From an optimization exercise on the open Yosys and OpenROAD flow, aimed at small area, a short achievable clock period and few clock cycles; shortcuts taken in it are not production practice. RTL that was checked went through simulation tests only; none was proved equivalent to the original. The clock port is modelled as an ideal driver; clocking choices that lean on that would not hold on a real chip. Power is estimated from default activity; no workload was simulated.

== v1 ==
==> flow/design.v (excerpt) <==
module day1_2 (
    input  logic clk,
    input  logic rst,
    input  logic tvalid_rx,
    output logic tready_rx,
    input  logic [7:0] tdata_rx,
    input  logic tlast_rx,
    output logic tvalid_tx,
    input  logic tready_tx,
    output logic [31:0] tdata_tx,
    output logic tlast_tx
);
  logic       tv;           
  logic       tl;           
  logic       tn;           
  logic [4:0] td;           
  always_ff @(posedge clk) begin
    tv <= tvalid_rx & ~rst;
    tl <= tlast_rx;
    tn <= ~tdata_rx[6];
    td <= tdata_rx[4:0];
  end
  logic [4:0] st;           
  logic [4:0] ns;
  logic       wf;           
  logic [3:0] wd;           
  wire l_e = (td == 5'd5);
  wire l_f = (td == 5'd6);
  wire l_g = (td == 5'd7);
  wire l_h = (td == 5'd8);
  wire l_i = (td == 5'd9);
  wire l_n = (td == 5'd14);
  wire l_o = (td == 5'd15);
  wire l_r = (td == 5'd18);
  wire l_s = (td == 5'd19);
  wire l_t = (td == 5'd20);
  wire l_u = (td == 5'd21);
  wire l_v = (td == 5'd22);
  wire l_w = (td == 5'd23);
  wire l_x = (td == 5'd24);
  wire l_z = (td == 5'd26);
  wire s_root = (st == 5'd0);
  wire s_e = (st == 5'd10);
  wire s_f = (st == 5'd11);
  wire s_n = (st == 5'd8);
  wire s_o = (st == 5'd3);
  wire s_s = (st == 5'd29);
  wire s_t = (st == 5'd9);
  wire s_z = (st == 5'd14);
  wire s_ei = (st == 5'd12);
  wire s_fi = (st == 5'd31);
  wire s_fo = (st == 5'd19);
  wire s_ni = (st == 5'd28);
  ...
For scale: ~310 cells after synthesis, roughly 48 I/O pins, ~2400 um2 of cells after synthesis.
export LEC_CHECK = 0
export CAP_MARGIN = 20
export CORE_MARGIN = 2
export CORE_UTILIZATION = 40
export SLEW_MARGIN = 20
create_clock -name core_clock -period 10.0 [get_ports {clk}]
standard.sh (not shown) runs the stock make flow with config.mk's settings and CLKGATE_MAP_FILE= SYNTH_SCRIPT=/design/flow/synth_recipe.tcl, a recipe that flattens the netlist after the stock synthesis.
==> flow/flow/run.sh <==
#!/bin/bash
# Layout flow: the standard synthesis, then its combinational logic re-optimised for area
# with ABC (registers, their names and cell types kept), then the standard layout with
# small port buffers, no dummy clock loads and a tighter setup target for repair_timing.
set -euo pipefail
R=orfs/results/$FLOW_PLATFORM/day1_2/base
bash standard.sh synth > synth.log 2>&1
cp $R/1_2_yosys.v $R/1_2_yosys.std.v
LIB=$FLOW_HOME/platforms/$FLOW_PLATFORM/lib/sky130_fd_sc_hd__tt_025C_1v80.lib \
IN=$R/1_2_yosys.std.v OUT=$R/1_2_yosys.v yosys -c flow/resyn.tcl > resyn.log 2>&1
rm -f $R/1_synth.odb $R/1_synth.sdc
bash standard.sh BUFFER_PORTS_ARGS="-buffer_cell sky130_fd_sc_hd__buf_1" SETUP_SLACK_MARGIN=7 \
  CTS_ARGS="-sink_clustering_enable -repair_clock_nets -dont_use_dummy_load" finish > standard.log 2>&1
==> flow/flow/area.abc <==
strash
&get -n
&deepsyn -J 200 -S 1 -T 600
&put
&get -n
&dch -f
&nf -R 1000
&put
topo
==> flow/flow/resyn.tcl <==
# Re-map the combinational logic of the synthesized netlist for area.
# Flip-flops and tie cells stay as they are, with their instance names.
yosys -import
set lib $::env(LIB)
read_liberty -ignore_miss_func $lib
read_verilog $::env(IN)
hierarchy -top $::env(FLOW_TOP)
setattr -mod -set keep_hierarchy 1 sky130_fd_sc_hd__*df* sky130_fd_sc_hd__conb_*
flatten
opt_clean
abc -liberty $lib -script flow/area.abc -dont_use *lpflow* -dont_use *probe*
opt_clean -purge
tee -o resyn_stat.txt stat -liberty $lib
select $::env(FLOW_TOP)
write_verilog -noattr -selected $::env(OUT)
The final layout from v1, which completed every stage, passed the timing, DRC and antenna checks at the end of the flow.
--- input diff v1..v10 ---
==> flow/flow/area.abc <==
strash
&get -n
&deepsyn -J 200 -S 1 -T 600
&put
dc2
dch -f
map
topo
==> run notes <==
met1 wire length sits higher in v10 than in v1. In v10, the total setup buffers inserted after CTS came out 10 below the value in v1. The critical path class comes out reg2out in one run and reg2reg in the other, namely in v10 and v1 respectively. Diff v1 -> v10: number of cell instances on the worst register-to-register path decreased by 9 relative to the old numbers; non-filler instance count after layout grew by 14%; area growth from synthesis to layout shrank by 9.0 points; final standard cell utilization of the core shrank by 4.3 points.
diff inputs: v10 => v42
==> flow/flow/run.sh <==
#!/bin/bash
# Layout flow: the standard synthesis, then its combinational logic re-optimised for area
# with ABC (registers, their names and cell types kept), then the standard layout with
# small port buffers, a two-buffer clock tree (flow/clk2.tcl, run before CTS) and a
# tighter setup target for repair_timing.
set -euo pipefail
R=orfs/results/$FLOW_PLATFORM/day1_2/base
bash standard.sh synth > synth.log 2>&1
cp $R/1_2_yosys.v $R/1_2_yosys.std.v
LIB=$FLOW_HOME/platforms/$FLOW_PLATFORM/lib/sky130_fd_sc_hd__tt_025C_1v80.lib \
IN=$R/1_2_yosys.std.v OUT=$R/1_2_yosys.v yosys -c flow/resyn.tcl > resyn.log 2>&1
rm -f $R/1_synth.odb $R/1_synth.sdc
bash standard.sh BUFFER_PORTS_ARGS="-buffer_cell sky130_fd_sc_hd__buf_1" SETUP_SLACK_7.2=MARGIN \
  PRE_CTS_TCL=$PWD/flow/clk2.tcl \
  CTS_ARGS="-sink_clustering_enable -repair_clock_nets -dont_use_dummy_load" finish > standard.log 2>&1
--- a/flow/flow/area.abc
+++ b/flow/flow/area.abc
@@ -5,4 +5,4 @@
 dc2
 dch -f
-map
+amap
 topo
==> flow/flow/clk2.tcl (new file) <==
# Two clkbuf_16 driven by the clock port, each driving the flip-flops on its half of the core.
set block [ord::get_db_block]
set xs {}
set pins {}
foreach pin [get_pins -of_objects [get_nets clk] -filter "direction == input"] {
  set inst [[sta::sta_to_db_pin $pin] getInst]
  set bb [$inst getBBox]
  lappend pins [list [expr ([$bb xMin] + [$bb xMax]) / 2] [expr ([$bb yMin] + [$bb yMax]) / 2] [get_full_name $pin]]
}
set pins [lsort -integer -index 0 $pins]
set n [llength $pins]
set h [expr $n / 2]
set groups [list [lrange $pins 0 [expr $h - 1]] [lrange $pins $h end]]
set k 0
foreach g $groups {
  set sx 0; set sy 0; set names {}
  foreach p $g { set sx [expr $sx + [lindex $p 0]]; set sy [expr $sy + [lindex $p 1]]; lappend names [lindex $p 2] }
  set dbu [$block getDbUnitsPerMicron]
  set cx [expr double($sx) / [llength $g] / $dbu]
  set cy [expr double($sy) / [llength $g] / $dbu]
  insert_buffer -buffer_cell sky130_fd_sc_hd__clkbuf_16 -net clk -load_pins [get_pins $names] -location [list $cx $cy] -buffer_name clkroot_$k -net_name clknet_$k
  incr k
}
foreach i [$block getInsts] { if {[string match clkroot* [$i getName]]} { [[$i findITerm X] getNet] setSigType CLOCK; puts "CLKROOT [$i getName] [[$i getMaster] getName] [[[$i findITerm X] getNet] getName] [llength [[[$i findITerm X] getNet] getITerms]]" } }
--- outcome ---
v42: no failed stages, no open violations at the end
Total instance count after detailed placement: v42 vs v10 down 54
Between v10 and v42, design area decreased.
Global-route track usage on met3, v10 and v42: lower on v42
v42 vs v10 — DRC violation total after the first TritonRoute iteration dropped by a little under 10%
Changes observed in v42 relative to v10: cell area power density fell 0.37%; layout overhead on the synthesized area fell 0.42 points; power share of the clock group fell 4.9 points.
v42 reports its type of the setup path with the least slack as reg2reg while v10 reports reg2out.
v42 vs v10, capturing element of the worst setup path: cy vs tdata_tx[18]
Delta (v42 minus v10): standard cell core area went down, total die area down about 7%.
Changes in v22 relative to v42:
==> flow/flow/run.sh <==
#!/bin/bash
# Layout flow: the standard synthesis, then its combinational logic re-optimised for area
# with ABC (registers, their names and cell types kept), then the standard layout with
# small port buffers, no dummy clock loads and a tighter setup target for repair_timing.
set -euo pipefail
R=orfs/results/$FLOW_PLATFORM/day1_2/base
bash standard.sh synth > synth.log 2>&1
cp $R/1_2_yosys.v $R/1_2_yosys.std.v
LIB=$FLOW_HOME/platforms/$FLOW_PLATFORM/lib/sky130_fd_sc_hd__tt_025C_1v80.lib \
IN=$R/1_2_yosys.std.v OUT=$R/1_2_yosys.v yosys -c flow/resyn.tcl > resyn.log 2>&1
rm -f $R/1_synth.odb $R/1_synth.sdc
bash standard.sh BUFFER_PORTS_ARGS="-buffer_cell sky130_fd_sc_hd__buf_1" SETUP_SLACK_MARGIN=7 \
  CTS_ARGS="-sink_clustering_enable -repair_clock_nets -dont_use_dummy_load" finish > standard.log 2>&1
==> flow/flow/area.abc <==
strash
&get -n
&deepsyn -T 60 -S 1
&put
dc2
dch -f
amap
topo
removed: flow/flow/clk2.tcl
==> run notes <==
Final design instance area without fill | v22 above v42
The utilization after layout reported for v22 is greater than that of v42 by 3.1 points.
From v22 to v42, number of max-cap violations did not move at all.
What v42 reported for maximum clock frequency has to be multiplied by 1.15 to get the figure for v22.
[v22] overall power rose 7.2% relative to v42
Fill cell total of the finished layout came out lower on v22 than on v42.
Against v42, minimum clock period in v22 came out better.
There was hardly any difference in number of I/O port buffers between v22 and v42.
No run of this note included a check of the RTL's function; only the layout flow was run.

* * *

Another version of the RTL of day1_2 (not shown whole).
Size: about 370 cells after synthesis, roughly 49 flip-flops, ~3100 sq um of cells after synthesis.
Design day1_2, start of the top module:
module day1_2 (
    input  logic clk,
    input  logic rst,
    input  logic tvalid_rx,
    output logic tready_rx,
    input  logic [7:0] tdata_rx,
    input  logic tlast_rx,
    output logic tvalid_tx,
    input  logic tready_tx,
    output logic [31:0] tdata_tx,
    output logic tlast_tx
);
==> flow/config.mk <==
export PLATFORM = sky130hd
export DESIGN_NAME = day1_2
export DESIGN_NICKNAME = day1_2
export VERILOG_FILES = /design/flow/design.v
export SDC_FILE = /design/flow/constraint.sdc
export NUM_CORES = 4
export LEC_CHECK = 0
export CAP_MARGIN = 20
export CORE_MARGIN = 2
export CORE_UTILIZATION = 40
export SLEW_MARGIN = 20
==> flow/constraint.sdc <==
create_clock -name core_clock -period 10.0 [get_ports {clk}]
set_input_delay 2.0000 -clock core_clock [delete_from_list [all_inputs] [get_ports {clk}]]
set_output_delay 2.0000 -clock core_clock [all_outputs]
set_load 0.01 [all_outputs]
==> flow/flow/run.sh <==
#!/bin/bash
# Standard layout, with small port buffers and a tighter setup target for repair_timing.
set -euo pipefail
bash standard.sh BUFFER_PORTS_ARGS="-buffer_cell sky130_fd_sc_hd__buf_1" SETUP_SLACK_MARGIN=7 CTS_BUF_LIST=sky130_fd_sc_hd__clkbuf_16 CTS_CLUSTER_SIZE=60 CTS_CLUSTER_DIAMETER=300 finish > standard.log 2>&1
The starting point went through all stages and came out clean.
Testbench counts at the start, summed over its fixed seeds: cycles 33,504.
Rerun with:
==> flow/flow/run.sh (replaced) <==
#!/bin/bash
# Layout flow: the standard synthesis, then its combinational logic re-optimised for area
# with ABC (registers, their names and cell types kept), then the standard layout with
# small port buffers, no dummy clock loads and a tighter setup target for repair_timing.
set -euo pipefail
R=orfs/results/$FLOW_PLATFORM/day1_2/base
bash standard.sh synth > synth.log 2>&1
cp $R/1_2_yosys.v $R/1_2_yosys.std.v
LIB=$FLOW_HOME/platforms/$FLOW_PLATFORM/lib/sky130_fd_sc_hd__tt_025C_1v80.lib \
IN=$R/1_2_yosys.std.v OUT=$R/1_2_yosys.v yosys -c flow/resyn.tcl > resyn.log 2>&1
rm -f $R/1_synth.odb $R/1_synth.sdc
bash standard.sh BUFFER_PORTS_ARGS="-buffer_cell sky130_fd_sc_hd__buf_1" SETUP_SLACK_MARGIN=6.7 \
  CTS_ARGS="-sink_clustering_enable -repair_clock_nets -dont_use_dummy_load" finish > standard.log 2>&1
==> flow/flow/area.abc (new file) <==
strash
&get -n
&deepsyn -T 60 -S 1
&put
dc2
dch -f
amap
topo
==> flow/flow/resyn.tcl (new file) <==
# Re-map the combinational logic of the synthesized netlist for area.
# Flip-flops and tie cells stay as they are, with their instance names.
yosys -import
set lib $::env(LIB)
read_liberty -ignore_miss_func $lib
read_verilog $::env(IN)
hierarchy -top $::env(FLOW_TOP)
setattr -mod -set keep_hierarchy 1 sky130_fd_sc_hd__*df* sky130_fd_sc_hd__conb_*
flatten
opt_clean
abc -liberty $lib -script flow/area.abc -dont_use *lpflow* -dont_use *probe*
opt_clean -purge
tee -o resyn_stat.txt stat -liberty $lib
select $::env(FLOW_TOP)
write_verilog -noattr -selected $::env(OUT)
Result: Synthesized area came out lower by 23%. Via count came out lower by 11%. Die area came out lower by 22%. Maximum frequency came out lower by 6.1%. Final area came out lower by 18%. Non-clock buffer count came out higher by 1. Wire length came out lower by 15%.
Rerun with:
--- a/flow/flow/run.sh
+++ b/flow/flow/run.sh
@@ -11,3 +11,3 @@
 rm -f $R/1_synth.odb $R/1_synth.sdc
-bash standard.sh BUFFER_PORTS_ARGS="-buffer_cell sky130_fd_sc_hd__buf_1" SETUP_SLACK_MARGIN=6.7 \
+bash standard.sh BUFFER_PORTS_ARGS="-buffer_cell sky130_fd_sc_hd__buf_1" SETUP_SLACK_MARGIN=7 \
   CTS_ARGS="-sink_clustering_enable -repair_clock_nets -dont_use_dummy_load" finish > standard.log 2>&1
Synthesized area is unchanged.
Via count is lower by 0.63%.
Power grows by 0.85%.
Global-route usage came out higher by 0.19 points.
Routed wire length is higher by 1.2%.
Rerun with:
==> flow/flow/area.abc (replaced) <==
strash
&get -n
&deepsyn -T 60 -S 1
&put
dch -f
map -a
topo
What happened: Cell count increases by a little under a tenth; worst setup slack hardly moves; first-iteration DRC count is lower by a quarter to a third.
Rerun with:
--- a/flow/flow/run.sh
+++ b/flow/flow/run.sh
@@ -11,3 +11,3 @@
 rm -f $R/1_synth.odb $R/1_synth.sdc
-bash standard.sh BUFFER_PORTS_ARGS="-buffer_cell sky130_fd_sc_hd__buf_1" SETUP_SLACK_MARGIN=7 \
+bash standard.sh BUFFER_PORTS_ARGS="-buffer_cell sky130_fd_sc_hd__buf_1" SETUP_SLACK_MARGIN=6.3 \
   CTS_ARGS="-sink_clustering_enable -repair_clock_nets -dont_use_dummy_load" finish > standard.log 2>&1
==> flow/flow/area.abc (replaced) <==
strash
&get -n
&deepsyn -T 60 -S 1
&put
dc2
dch -f
amap
topo
Outcome:
- The changed run passed the timing, DRC and antenna checks
- wire length grows by 0.77%
- non-clock buffer count goes down by 3
- sequential share of layout area rises by 2.3 points
- worst hold slack gets better by 0.041 ns
- sequential power is about the same
- fmax came out lower by 16%
Rerun with:
==> flow/flow/run.sh (replaced) <==
#!/bin/bash
# Standard layout, with small port buffers and a tighter setup target for repair_timing.
set -euo pipefail
bash standard.sh BUFFER_PORTS_ARGS="-buffer_cell sky130_fd_sc_hd__buf_1" SETUP_SLACK_MARGIN=7 CTS_ARGS="-sink_clustering_enable -repair_clock_nets -dont_use_dummy_load" finish > standard.log 2>&1
removed: flow/flow/area.abc
removed: flow/flow/resyn.tcl
- sequential share of layout area fell by 7.0 points
- cell area climbs by 22%
- first-iteration DRC count increases by 2.2%
- combinational power drops by about 3%
- global-route usage is lower by 2.0 points
- non-clock buffer count grows by 3
- fmax came out higher by 17%

separate check: timing with driven ports:
Ports are ideal in the flow. The routed layouts listed here were re-timed in OpenROAD.
Step 1: set_driving_cell puts a clkbuf_16 on clk and a buf_2 on each other input, an assumption about the parent block.
Step 2 also shifts input and output timing later by t, the mid clock arrival at the registers, as if the neighbouring blocks saw the same clock.
a / b / c = no drivers / after step 1 / after step 2; a / b = the first two.
run | shift t [ns] | setup WS [ns] | hold WS [ns] | worst setup path at the end
v1 | 0.312 | 6.836 / 6.836 / 6.786 | 0.501 / 0.501 / 0.501 | input to register
v10 | 0.322 | 7.083 / 7.054 / 6.820 | 0.437 / 0.437 / 0.437 | input to register
v42 | 0.205 | 6.678 / 6.678 / 6.523 | 0.469 / 0.469 / 0.469 | input to register
v22 | 0.321 | 7.101 / 7.114 / 6.793 | 0.470 / 0.470 / 0.470 | input to register
the first run of note 2 | 0.322 | 7.095 / 7.057 / 7.007 | 0.464 / 0.464 / 0.464 | input to register
the second run of note 2 | 0.317 | 6.906 / 6.906 / 6.799 | 0.487 / 0.487 / 0.487 | input to register
the third run of note 2 | 0.316 | 7.155 / 7.127 / 6.886 | 0.485 / 0.485 / 0.485 | input to register
the fourth run of note 2 | 0.320 | 7.153 / 7.124 / 6.843 | 0.443 / 0.443 / 0.443 | input to register
the fifth run of note 2 | 0.318 | 6.592 / 6.592 / 6.592 | 0.484 / 0.484 / 0.484 | register to register
the sixth run of note 2 | 0.310 | 7.087 / 7.062 / 6.991 | 0.470 / 0.470 / 0.470 | input to register
After both steps every run listed still meets setup and hold. For the fourth run of note 2, which loses most, drivers alone change the setup slack by -0.029 ns; drivers and shift together by -0.310 ns.
